Background: an optimization exercise with open tools, aiming at small area, a short achievable clock period and few clock cycles per item. Do not read the settings as production practice. No run shown here included a check of the RTL's function; only the layout flow was run.

`flow/config.mk`:
```
export PLATFORM = sky130hd
export DESIGN_NAME = sha128_simple
export DESIGN_NICKNAME = sha128_simple
export VERILOG_FILES = /design/flow/design.v
export SDC_FILE = /design/flow/constraint.sdc
export NUM_CORES = 4
export LEC_CHECK = 0
export CAP_MARGIN = 20
export CORE_MARGIN = 2
export CORE_UTILIZATION = 40
export PLACE_DENSITY = 0.6
export SLEW_MARGIN = 20
```
`flow/constraint.sdc`:
```
create_clock -name core_clock -period 13.0 [get_ports {CLK}]
set_input_delay 2.6000 -clock core_clock [delete_from_list [all_inputs] [get_ports {CLK}]]
set_output_delay 2.6000 -clock core_clock [all_outputs]
set_load 0.01 [all_outputs]
```
`flow/design.v`:
```
module sha256 (
    input  wire         clk,
    input  wire         reset,
    input  wire         start,
    input  wire [15:0]  data_in,
    output wire         ready,
    output wire [127:0] hash_out
);
    localparam [31:0] IV0 = 32'h6a09e667, IV1 = 32'hbb67ae85, IV2 = 32'h3c6ef372, IV3 = 32'ha54ff53a;
    localparam [31:0] IV4 = 32'h510e527f, IV5 = 32'h9b05688c, IV6 = 32'h1f83d9ab, IV7 = 32'h5be0cd19;
    localparam [31:0] T1C = 32'hf377ed68, CE = 32'h98c7e2a2, H1 = 32'h90bb1e3c;
    localparam [2047:0] KB = 2048'h3e003fe01f81f0e681f03e1e1871cc9531ce2199874d8a4fe9adf85456e02dbba579810305bb20dc7697341bfc6f8602e03316d5ac532960c02a8c2e940b645fafb498a0b86bf916f61246702c5a301ae945c4d6d9f90a35783d19c585f1fa7d6afa779f64cdfc604de9a48290953ced4cc16bf9b281d9a965811281d74ac3b5e8b4caa0117652aedb638daa2581cd4f3b5769cb662cd4820a06240814825d56da7d0af6cc6a8dc6984f3146071b2e416df21318af0121eee942a62f7ea7df1638cc24d28e77b6f779f2430a7feedc5a79cc56b349187a34ea4cca1f28e05ad99db30933037c128a23a6b06ad52f7a6639f885345cdb360af16c2dd4fd08a55f;
    function [31:0] knext;
        input [5:0] i;
        integer b;
        begin
            for (b = 0; b < 32; b = b + 1)
                knext[b] = KB[64 * b + i];
        end
    endfunction
    function [31:0] rotr;
        input [31:0] x;
        input integer n;
        begin
            rotr = (x >> n) | (x << (32 - n));
        end
    endfunction
    function [31:0] s0;
        input [31:0] x;
        begin
            s0 = rotr(x, 7) ^ rotr(x, 18) ^ (x >> 3);
        end
    endfunction
    function [31:0] s1;
        input [31:0] x;
        begin
            s1 = rotr(x, 17) ^ rotr(x, 19) ^ (x >> 10);
        end
    endfunction
    function [31:0] S0;
        input [31:0] x;
        begin
            S0 = rotr(x, 2) ^ rotr(x, 13) ^ rotr(x, 22);
        end
    endfunction
    function [31:0] S1;
        input [31:0] x;
        begin
            S1 = rotr(x, 6) ^ rotr(x, 11) ^ rotr(x, 25);
        end
    endfunction
    function [63:0] csa;
        input [31:0] x, y, z;
        reg   [31:0] c;
        begin
            c = (x & y) | (x & z) | (y & z);
            csa = {c[30:0], 1'b0, x ^ y ^ z};
        end
    endfunction
    function [31:0] add32;
        input [31:0] x, y;
        reg   [31:0] g, p;
        integer i, l;
        begin
            g = x & y;
            p = x ^ y;
            for (l = 0; l < 5; l = l + 1)
                for (i = 0; i < 32; i = i + 1)
                    if (i[l]) begin
                        g[i] = g[i] | (p[i] & g[((i >> l) << l) - 1]);
                        p[i] = p[i] & p[((i >> l) << l) - 1];
                    end
            add32 = x ^ y ^ {g[30:0], 1'b0};
        end
    endfunction
    reg [31:0] a, b, c, e, f, g, h;
    reg [31:0] t1s, t1c;       
    reg [31:0] ew;             
    reg [31:0] kn;             
    reg [31:0] w [0:15];       
    reg [5:0]  t;              
    reg        busy;
    reg        z0, z1, z9, last;
    wire [31:0] w0m = z0 ? 32'd0 : w[0];              
    wire [31:0] w1m = (z1 | last) ? 32'd0 : w[1];     
    wire [31:0] w9m = z9 ? 32'd0 : w[9];              
    wire [31:0] s1e = S1(ew);
    wire [31:0] che = (ew & f) | (~ew & g);
    wire [63:0] t1 = csa(s1e, che, h);
    wire [63:0] e1 = csa(che, h, c);
    wire [63:0] e2 = csa(e1[31:0], e1[63:32], s1e);
    wire [31:0] e_new = add32(e2[31:0], e2[63:32]);
    wire [31:0] s0a = S0(a);
    wire [31:0] mja = (a & b) | (a & c) | (b & c);
    wire [63:0] a1 = csa(t1s, t1c, mja);
    wire [63:0] a2 = csa(a1[31:0], a1[63:32], s0a);
    wire [31:0] a_new = add32(a2[31:0], a2[63:32]);
    wire [63:0] p1 = csa(g, kn, w1m);
    wire [31:0] h_new = add32(p1[31:0], p1[63:32]);
    wire [63:0] m1 = csa(w9m, w0m, s1(w[14]));
    wire [63:0] m2 = csa(m1[31:0], m1[63:32], s0(w1m));
    wire [31:0] w_new = add32(m2[31:0], m2[63:32]);
    wire [31:0] w0  = {data_in, 16'h8000};
    wire [31:0] e_0 = CE + w0;
    wire go = start & ~busy;
    assign ready    = ~busy;
    assign hash_out = {e, f, g, h};
    integer i;
    always @(posedge clk or posedge reset) begin
        if (reset) begin
            busy <= 1'b0;
            e <= IV4; f <= IV5; g <= IV6; h <= IV7;
        end else if (go) begin
            busy <= 1'b1;
            f <= IV4; g <= IV5; h <= H1;
        end else if (busy) begin
            h <= h_new;
            if (last) begin
                busy <= 1'b0;
                e <= e_new;
                f <= ew + IV5;
                g <= f + IV6;
            end else begin
                f <= ew; g <= f;
            end
        end
    end
    always @(posedge clk) begin
        if (!busy) begin
            t <= 6'd1;
            kn <= knext(6'd1);
            z0 <= 1'b1; z1 <= 1'b1; z9 <= 1'b1; last <= 1'b0;
            a <= IV0; b <= IV1; c <= IV2;
            ew <= e_0;
            t1s <= w0; t1c <= T1C;           
            w[14] <= {16'h0000, data_in};    
            w[15] <= w0;                     
        end else begin
            t <= t + 6'd1;
            kn <= knext(t + 6'd1);
            z0 <= (t <= 6'd13); z1 <= (t <= 6'd12); z9 <= (t <= 6'd4); last <= (t == 6'd62);
            a <= a_new; b <= a; c <= b;
            ew <= e_new;
            t1s <= t1[31:0]; t1c <= t1[63:32];
            w[14] <= w[15];
            w[15] <= w_new;
        end
        for (i = 0; i < 14; i = i + 1) w[i] <= w[i + 1];
    end
endmodule
module sha128_simple (
    input  wire         CLK,
    input  wire [15:0]  DATA_IN,
    input  wire         RESET,
    input  wire         START,
    output wire         READY,
    output wire [127:0] DATA_OUT
);
    sha256 sha256_comp (
        .clk      (CLK),
        .reset    (RESET),
        .start    (START),
        .data_in  (DATA_IN),
        .ready    (READY),
        .hash_out (DATA_OUT)
    );
endmodule
```
`flow/flow/run.sh`:
```
#!/bin/bash
set -euo pipefail
export SYNTH_ARGS=-noabc
export BUFFER_PORTS_ARGS="-buffer_cell sky130_fd_sc_hd__buf_2"
export CTS_ARGS="-sink_clustering_enable -repair_clock_nets -dont_use_dummy_load -buf_list sky130_fd_sc_hd__clkbuf_8 -sink_clustering_size 12 -sink_clustering_max_diameter 60"
export SETUP_SLACK_MARGIN=${MARGIN:-8.7}
bash standard.sh > standard_flow.log 2>&1
```
`flow/standard.sh`:
```
#!/bin/bash
# synth_recipe.tcl (not shown) runs the flow's synth.tcl, then flattens the netlist and writes it again
# the make line also repeats each setting of config.mk as NAME=value (left out here)
make -C /OpenROAD-flow-scripts/flow DESIGN_CONFIG=/design/flow/config.mk WORK_HOME=/design/flow/orfs CLKGATE_MAP_FILE= SYNTH_SCRIPT=/design/flow/synth_recipe.tcl "${@:-finish}"
```
==> flow_metrics.tcl, run 1 <==
set metrics [dict create \
    gp_congestion 0.936 \
    final.min_clock_period_ps 4310 \
    postRouteAntennaNets 0 \
    criticalPathCategory "reg2reg" \
    hold_violations 0 \
    fmax_ghz 0.232 \
    synth.ff_latch_count 874 \
    crit_buf_inv 0 \
    postSynthNetCount 4039 \
    required_ps 13660 \
    crit_slowest_cell "fa_1" \
    grt_pass1_vias 25900 \
    dieArea_mm2 0.101 \
    syn_to_final_growth_pct 11.5 \
    gr-usage-met2_pct 35.4 \
    max_slew.worst_pin.slew_ps 1060 \
    nets 4146 \
    synth_edf_count 0 \
    drt-wirelength-per-cell_um 24.0 \
    yosysMostFrequentCell "dfxtp_1" \
    setup_slack_ps 8690 \
    synth.avg_cell_area_um2 10.8 \
    grt_setup_unrepaired "yes" \
    async_reset_ff_share_pct 14.8 \
    post-route-util_pct 45.1 \
    clk_pin_slew_worst_paths_ps 90 \
    fillers 8999 \
    met1_usage_pct 34.7 \
    multi_input_area_mm2 0.0208 \
    grt.met3_usage_pct 4.40 \
    ys_warn_count 2 \
    antenna_found_initial 9 \
    syn-cell-area_mm2 0.0392 \
    clock-sinks 874 \
    grt_pass1_wl_um 175000 \
    vias_per_cell 5.36 \
    drtPass1Iterations 6 \
    finalCritPeriodShare_pct 33.2 \
    setup_viol 0 \
    port_buffers 147 \
    start_util_pct 40.5 \
    netlist.area_leader.share_pct 38.0 \
    yosys.area.top_type "dfxtp_1" \
    pre_cts_slack_ps 8020 \
    cp-end-kind "flop" \
    netlist_instances 3628 \
    grt_max_degree 98 \
    worstPathMaxFanout 4 \
    die_y_um 317 \
    cts_tree "done" \
    clk_latency_ps 770 \
    ios 148 \
    drc 0 \
    maxCapViolCount 0 \
    grt_overflow_total 0 \
    maxSlewViolCount 0 \
    cts_root_buf "clkbuf_8" \
    vias 26900 \
    seq_area_mm2 0.0184 \
    cts_max_level 3 \
    drive_above_1_share_pct 16.7 \
    relSlewSlack_pct 28.9 \
    synthFlopType "dfxtp_1" \
    critPathLaunchType "flop" \
    clk_path_buf_depth 3 \
    setup_tns_ps 0 \
    status "complete, no violations" \
    core-area_mm2 0.0969 \
    place_hpwl_um 88600 \
    cp_cell_sequence "mux2_4 -> fa_1 -> fa_1 -> ha_4 -> a211oi_4 -> o211ai_1 -> a32o_2 -> o21a_1 -> o31a_1 -> or4_4 -> a31oi_4 -> xnor2_2 -> mux2_4" \
    hold_path.class "reg2reg" \
    crit_arrival_ps 4970 \
    synthTopCellsByCount "dfxtp_1, xnor2_1, nand2_1, fa_1, a21oi_1" \
    cp_top_family "compound AO/OA/AOI/OAI gates" \
    drt-total-wl_um 120000 \
    slowest_delay_ps 590 \
    grt.busiest_layer "met2" \
    skew_ps 103 \
    drtIter0Drc 2992 \
    row_count 114 \
    synth.distinct_cells 77 \
    cts-buffers-inserted 93 \
    dieWidth_um 317 \
    track_usage_pct 23.8 \
    yosysSeqAreaShare_pct 46.5 \
    ys_top_cells_by_area "dfxtp_1, fa_1, xnor2_1" \
]
## what timing repair did
action / 4_1_cts / 5_1_grt
resized for setup: 83 / 148
buffers inserted: 29 / 17
pin swaps: 18 / 55
gates cloned: 2 / 3
setup endpoints to repair: 67 / 52
endpoints found under the hold margin: 0 / 0
hold buffers: 0 / 0
## state kept, by name, summed over array words and instances, names as in the netlist
name              flops
sha256_comp.w       512
sha256_comp.c        32
sha256_comp.b        32
sha256_comp.t1c      31
sha256_comp.h        32
sha256_comp.z1        1
sha256_comp.t         6
sha256_comp.z0        1
sha256_comp.kn       32
sha256_comp.busy      1
sha256_comp.ew       32
sha256_comp.z9        1
sha256_comp.f        32
sha256_comp.a        32
sha256_comp.last      1
sha256_comp.t1s      32
sha256_comp.e        32
sha256_comp.g        32
## cell type report
class / count / share of cell area [%]
antenna: 6 / 0.0344
inverter: 36 / 0.355
clock buffer: 93 / 2.93
timing repair inverter: 1 / 0.0200
sequential: 874 / 42.1
tap: 1276 / 3.65
timing repair buffer: 223 / 3.24
multi-input combinational: 2506 / 47.7
## cells by family (layout without fill, tap and decap cells)
| group | count (synthesis) | after routing | synth area share, % |
|---|---|---|---|
| flops | 874 | 874 | 46.5 |
| buf+inv | 249 | 353 | 2.39 |
| xor+xnor | 434 | 434 | 9.70 |
| compound gates | 673 | 673 | 10.4 |
| fa+ha+maj | 424 | 424 | 18.3 |
| simple gates | 928 | 929 | 11.4 |
| other cells | 0 | 6 | 0 |
| mux | 46 | 46 | 1.32 |
## per-layer routing
metal | routed length, µm | part of all wire (%)
met2 | 51400 | 43
met5 | 0 | 0
met4 | 4210 | 3.5
met1 | 55700 | 46
met3 | 8950 | 7.4
## metrics by stage
| step | hold WS (ps) | std cells | cell area, µm² |
|---|---|---|---|
| floorplan | 310 | 3628 | 39200 |
| global placement | 310 | 4865 | 41000 |
| detailed placement | 312 | 4865 | 41000 |
| CTS | 297 | 4989 | 42800 |
| global route | 292 | 5013 | 43700 |
| finish | 295 | 5015 | 43700 |
## placed cells by master (no fill, tap or decap), types with 67 or more instances in the layout
cell      synthesis  layout
o21ai_0         205     198
buf_4             0      67
buf_2             1     147
nor2_1          205     204
fa_1            260     253
dfxtp_1         745     687
xor2_1          113     108
xnor2_1         321     299
nand2b_1         78      77
and2_1          129     129
clkbuf_8          0      93
ha_1            132     111
a21oi_1         218     204
nand2_1         307     306
## final timing paths
kind,from,end,slack [ps],cells after the start
max,sha256_comp.g[2]$_DFFE_PP0P_,sha256_comp.e[18]$_DFFE_PP1P_,8690,13
min,sha256_comp.w[13][21]$_DFF_P_,sha256_comp.w[12][21]$_DFF_P_,290,0
max reg2reg,sha256_comp.g[2]$_DFFE_PP0P_,sha256_comp.e[18]$_DFFE_PP1P_,8690,13
min reg2reg,sha256_comp.w[13][21]$_DFF_P_,sha256_comp.w[12][21]$_DFF_P_,290,0
max in group asynchronous,RESET,sha256_comp.f[19]$_DFFE_PP0P_,9160,4
min in group asynchronous,RESET,sha256_comp.e[11]$_DFFE_PP0P_,1940,2
==> run 2: changes to the inputs <==
--- a/flow/design.v
+++ b/flow/design.v
@@ -58,23 +58,6 @@
         end
     endfunction
-    function [31:0] add32;
-        input [31:0] x, y;
-        reg   [31:0] g, p;
-        integer i, l;
-        begin
-            g = x & y;
-            p = x ^ y;
-            for (l = 0; l < 5; l = l + 1)
-                for (i = 0; i < 32; i = i + 1)
-                    if (i[l]) begin
-                        g[i] = g[i] | (p[i] & g[((i >> l) << l) - 1]);
-                        p[i] = p[i] & p[((i >> l) << l) - 1];
-                    end
-            add32 = x ^ y ^ {g[30:0], 1'b0};
-        end
-    endfunction
     reg [31:0] a, b, c, e, f, g, h;
     reg [31:0] t1s, t1c;       
-    reg [31:0] ew;             
     reg [31:0] kn;             
     reg [31:0] w [0:15];       
@@ -85,20 +68,19 @@
     wire [31:0] w1m = (z1 | last) ? 32'd0 : w[1];     
     wire [31:0] w9m = z9 ? 32'd0 : w[9];              
-    wire [31:0] s1e = S1(ew);
-    wire [31:0] che = (ew & f) | (~ew & g);
+    wire [31:0] s1e = S1(e);
+    wire [31:0] che = (e & f) | (~e & g);
     wire [63:0] t1 = csa(s1e, che, h);
-    wire [63:0] e1 = csa(che, h, c);
-    wire [63:0] e2 = csa(e1[31:0], e1[63:32], s1e);
-    wire [31:0] e_new = add32(e2[31:0], e2[63:32]);
+    wire [63:0] e1 = csa(t1[31:0], t1[63:32], c);
+    wire [31:0] e_new = e1[31:0] + e1[63:32];
     wire [31:0] s0a = S0(a);
     wire [31:0] mja = (a & b) | (a & c) | (b & c);
-    wire [63:0] a1 = csa(t1s, t1c, mja);
-    wire [63:0] a2 = csa(a1[31:0], a1[63:32], s0a);
-    wire [31:0] a_new = add32(a2[31:0], a2[63:32]);
+    wire [63:0] a1 = csa(s0a, mja, t1s);
+    wire [63:0] a2 = csa(a1[31:0], a1[63:32], t1c);
+    wire [31:0] a_new = a2[31:0] + a2[63:32];
     wire [63:0] p1 = csa(g, kn, w1m);
-    wire [31:0] h_new = add32(p1[31:0], p1[63:32]);
-    wire [63:0] m1 = csa(w9m, w0m, s1(w[14]));
-    wire [63:0] m2 = csa(m1[31:0], m1[63:32], s0(w1m));
-    wire [31:0] w_new = add32(m2[31:0], m2[63:32]);
+    wire [31:0] h_new = p1[31:0] + p1[63:32];
+    wire [63:0] m1 = csa(s1(w[14]), w9m, s0(w1m));
+    wire [63:0] m2 = csa(m1[31:0], m1[63:32], w0m);
+    wire [31:0] w_new = m2[31:0] + m2[63:32];
     wire [31:0] w0  = {data_in, 16'h8000};
     wire [31:0] e_0 = CE + w0;
@@ -113,14 +95,14 @@
         end else if (go) begin
             busy <= 1'b1;
-            f <= IV4; g <= IV5; h <= H1;
+            e <= e_0; f <= IV4; g <= IV5; h <= H1;
         end else if (busy) begin
+            e <= e_new;
             h <= h_new;
             if (last) begin
                 busy <= 1'b0;
-                e <= e_new;
-                f <= ew + IV5;
+                f <= e + IV5;
                 g <= f + IV6;
             end else begin
-                f <= ew; g <= f;
+                f <= e; g <= f;
             end
         end
@@ -132,5 +114,4 @@
             z0 <= 1'b1; z1 <= 1'b1; z9 <= 1'b1; last <= 1'b0;
             a <= IV0; b <= IV1; c <= IV2;
-            ew <= e_0;
             t1s <= w0; t1c <= T1C;           
             w[14] <= {16'h0000, data_in};    
@@ -141,5 +122,4 @@
             z0 <= (t <= 6'd13); z1 <= (t <= 6'd12); z9 <= (t <= 6'd4); last <= (t == 6'd62);
             a <= a_new; b <= a; c <= b;
-            ew <= e_new;
             t1s <= t1[31:0]; t1c <= t1[63:32];
             w[14] <= w[15];
==> flow/flow/run.sh (replaced) <==
#!/bin/bash
set -euo pipefail
export SYNTH_ARGS=-noabc
export SETUP_SLACK_MARGIN=${MARGIN:-8.5}
bash standard.sh > standard_flow.log 2>&1
==> run 2 against run 1 <==
Against the previous run:
- still clean
- via count increased by 10%
- clock-buffer cell count increased by 27
- register-to-register slack got worse by 190 ps
- critical path type unchanged
- largest cell class unchanged
==> flow_metrics.tcl, run 2 <==
set metrics [dict create \
    status "complete, no violations" \
    required_ps 13500 \
    postSynthNetCount 4233 \
    slowest_delay_ps 640 \
    grt_overflow_total 0 \
    dpl-instance-area_mm2 0.0421 \
    cts_root_buf "clkbuf_16" \
    cp-end-kind "flop" \
    grt_pass1_wl_um 191000 \
    drive_above_1_share_pct 12.4 \
    syn-cell-area_mm2 0.0395 \
    largest_register_ffs 512 \
    dieWidth_um 318 \
    synth.ff_latch_count 842 \
    ys_top_cells_by_area "dfxtp_1, fa_1, xnor2_1" \
    async_reset_ff_share_pct 15.3 \
    seq_area_mm2 0.0177 \
    grt_max_degree 124 \
    ys_warn_count 2 \
    mostFrequentLayoutCells "dfxtp_1, nand2_1, xnor2_1" \
    syn_to_final_growth_pct 17.0 \
    synth.distinct_cells 81 \
    postRouteAntennaNets 0 \
    place_hpwl_um 95000 \
    layout_commonest_cell "dfxtp_1" \
    drtIter0Drc 2996 \
    post-route-util_pct 47.1 \
    maxCapViolCount 0 \
    synthTopCellsByCount "dfxtp_1, nand2_1, xnor2_1, nor2_1, a21oi_1" \
    clock-sinks 842 \
    synth.avg_cell_area_um2 10.2 \
    skew_ps 45.6 \
    crit_slowest_cell "dfxtp_1" \
    drc 0 \
    clk_pin_slew_worst_paths_ps 70 \
    ctsHoldBuffers 0 \
    ios 148 \
    vias 29600 \
    core-area_mm2 0.0981 \
    finalCritPeriodShare_pct 34.6 \
    multi_input_area_mm2 0.0212 \
    clk_latency_ps 670 \
    grt_pass1_vias 28100 \
    fillers 9091 \
    cts_tree "done" \
    critPathLaunchType "flop" \
    track_usage_pct 25.3 \
    yosysMostFrequentCell "dfxtp_1" \
    cts_max_level 3 \
    drt-total-wl_um 130000 \
    maxSlewViolCount 0 \
    die_y_um 318 \
    netlist.area_leader.share_pct 36.1 \
    final.min_clock_period_ps 4500 \
    dieArea_mm2 0.101 \
    setup_slack_ps 8500 \
    fin_area_mm2 0.0462 \
    worstPathMaxFanout 6 \
    hold_violations 0 \
    crit_arrival_ps 5000 \
    drtPass1Iterations 6 \
    netlist_instances 3867 \
    start_util_pct 40.2 \
    row_count 115 \
    drt-wirelength-per-cell_um 24.4 \
    nets 4353 \
    setup_tns_ps 0 \
    yosys.area.top_type "dfxtp_1" \
    clk_path_buf_depth 3 \
    port_buffers 147 \
    vias_per_cell 5.53 \
    cp_cell_sequence "xor2_1 -> xnor2_1 -> nor2_1 -> fa_1 -> fa_1 -> ha_1 -> and4_1 -> and4bb_1 -> or4b_4 -> a41o_1 -> a21o_1 -> o31ai_4 -> xor2_1 -> o21ai_1" \
    antenna_found_initial 3 \
    setup_viol 0 \
    grt_setup_unrepaired "yes" \
    max_slew.worst_pin.slew_ps 1130 \
    relSlewSlack_pct 24.6 \
    cts-buffers-inserted 87 \
    holdWs_ps 297 \
    fmax_ghz 0.222 \
    largest_register "sha256_comp.w" \
    pre_cts_slack_ps 7560 \
    gp_congestion 0.991 \
    synth_edf_count 0 \
    synthFlopType "dfxtp_1" \
    yosysSeqAreaShare_pct 44.5 \
    hold_path.class "reg2reg" \
    criticalPathCategory "reg2reg" \
]
==> run 2: changes by cell type after synthesis, moves of 31 or more <==
| cell | previous run | this run |
|---|---|---|
| dfxtp_1 | 745 | 713 |
| fa_1 | 260 | 218 |
| nand2_1 | 307 | 341 |
| nand3_1 | 30 | 61 |
| nor2_1 | 205 | 244 |
| xnor2_1 | 321 | 286 |
==> run 2: metrics by stage <==
stage          std cells
6_report            5349
5_1_grt             5346
3_3_place_gp        5106
4_1_cts             5321
3_5_place_dp        5106
2_1_floorplan       3867
==> run 2: final timing paths <==
check	from	endpoint	slack (ps)	cells past startpoint
min in group asynchronous	RESET	sha256_comp.h[2]$_DFFE_PP0P_	2550	3
max in group asynchronous	RESET	sha256_comp.e[31]$_DFFE_PP0P_	9170	4
hold / removal	sha256_comp.w[4][0]$_DFF_P_	sha256_comp.w[3][0]$_DFF_P_	300	0
setup reg to reg	sha256_comp.w[1][14]$_DFF_P_	sha256_comp.w[15][19]$_DFF_P_	8500	14
hold reg to reg	sha256_comp.w[4][0]$_DFF_P_	sha256_comp.w[3][0]$_DFF_P_	300	0
setup / recovery	sha256_comp.w[1][14]$_DFF_P_	sha256_comp.w[15][19]$_DFF_P_	8500	14
==> run 2: kinds of logic after synthesis <==
kind of cell	after synthesis	synth area share, %
flip-flops	842	44.5
adder cells (fa/ha/maj)	379	16.0
AND/OR/NAND/NOR	1072	13.1
AO/OA/AOI/OAI	852	13.7
XOR/XNOR	398	8.83
multiplexers	44	1.23
buffers and inverters	280	2.71
==> run 2: metal layers <==
metal | global-route usage [%] | part of all wire (%) | vias up
li1 | - | - | 13500
met1 | 37.1 | 45 | 14500
met2 | 37.4 | 42 | 1376
met3 | 3.95 | 8.5 | 250
met4 | 9.42 | 4.1 | 0
met5 | 0 | 0 | -
==> run 2: worst max-delay path: cells and delay by family (launching register included) <==
kind | cells | cell delay [ps]
simple gates | 4 | 1060
compound gates | 4 | 740
flops | 1 | 640
xor+xnor | 3 | 520
fa+ha+maj | 3 | 1370
==> run 2: layout make-up <==
cell class | count | share of cell area (%)
clock buffer | 120 | 5.43
multi-input combinational | 2746 | 45.9
tap | 1287 | 3.48
timing repair buffer | 259 | 5.16
sequential | 842 | 38.3
antenna | 3 | 0.0162
clock inverter | 41 | 1.32
inverter | 51 | 0.428
==> run 2: what timing repair did <==
item | in CTS | in global routing
buffers inserted | 53 | 25
pin swaps | 3 | 24
endpoints found under the setup margin | 108 | 47
resized for setup | 63 | 76
gates cloned | 1 | 0

==> afterwards: timing with drivers on the ports <==
Ports are ideal in the flow. The routed layouts listed here were re-timed in OpenROAD.
Step 1, drivers: a clkbuf_16 drives CLK and a buf_2 each remaining input, both assumed.
Step 2 also shifts input and output timing later by t, the mid clock arrival at the registers, as if the neighbouring blocks saw the same clock.
a / b / c = ideal / step 1 / step 2; a / b = the first two.
run	t (ns)	slack for setup (ns)	worst hold slack (ns)	worst setup path after step 2	latest minus earliest clock arrival (ns)
run 1	0.785	8.687 / 8.687 / 8.217	0.295 / 0.295 / 0.295	input to register	0.103 / 0.103
run 2	0.718	8.502 / 8.450 / 7.995	0.297 / 0.297 / 0.297	input to register	0.045 / 0.046
After both steps every run listed still meets setup and hold. For run 2, which loses most, drivers alone change the setup slack by -0.052 ns; drivers and shift together by -0.507 ns.
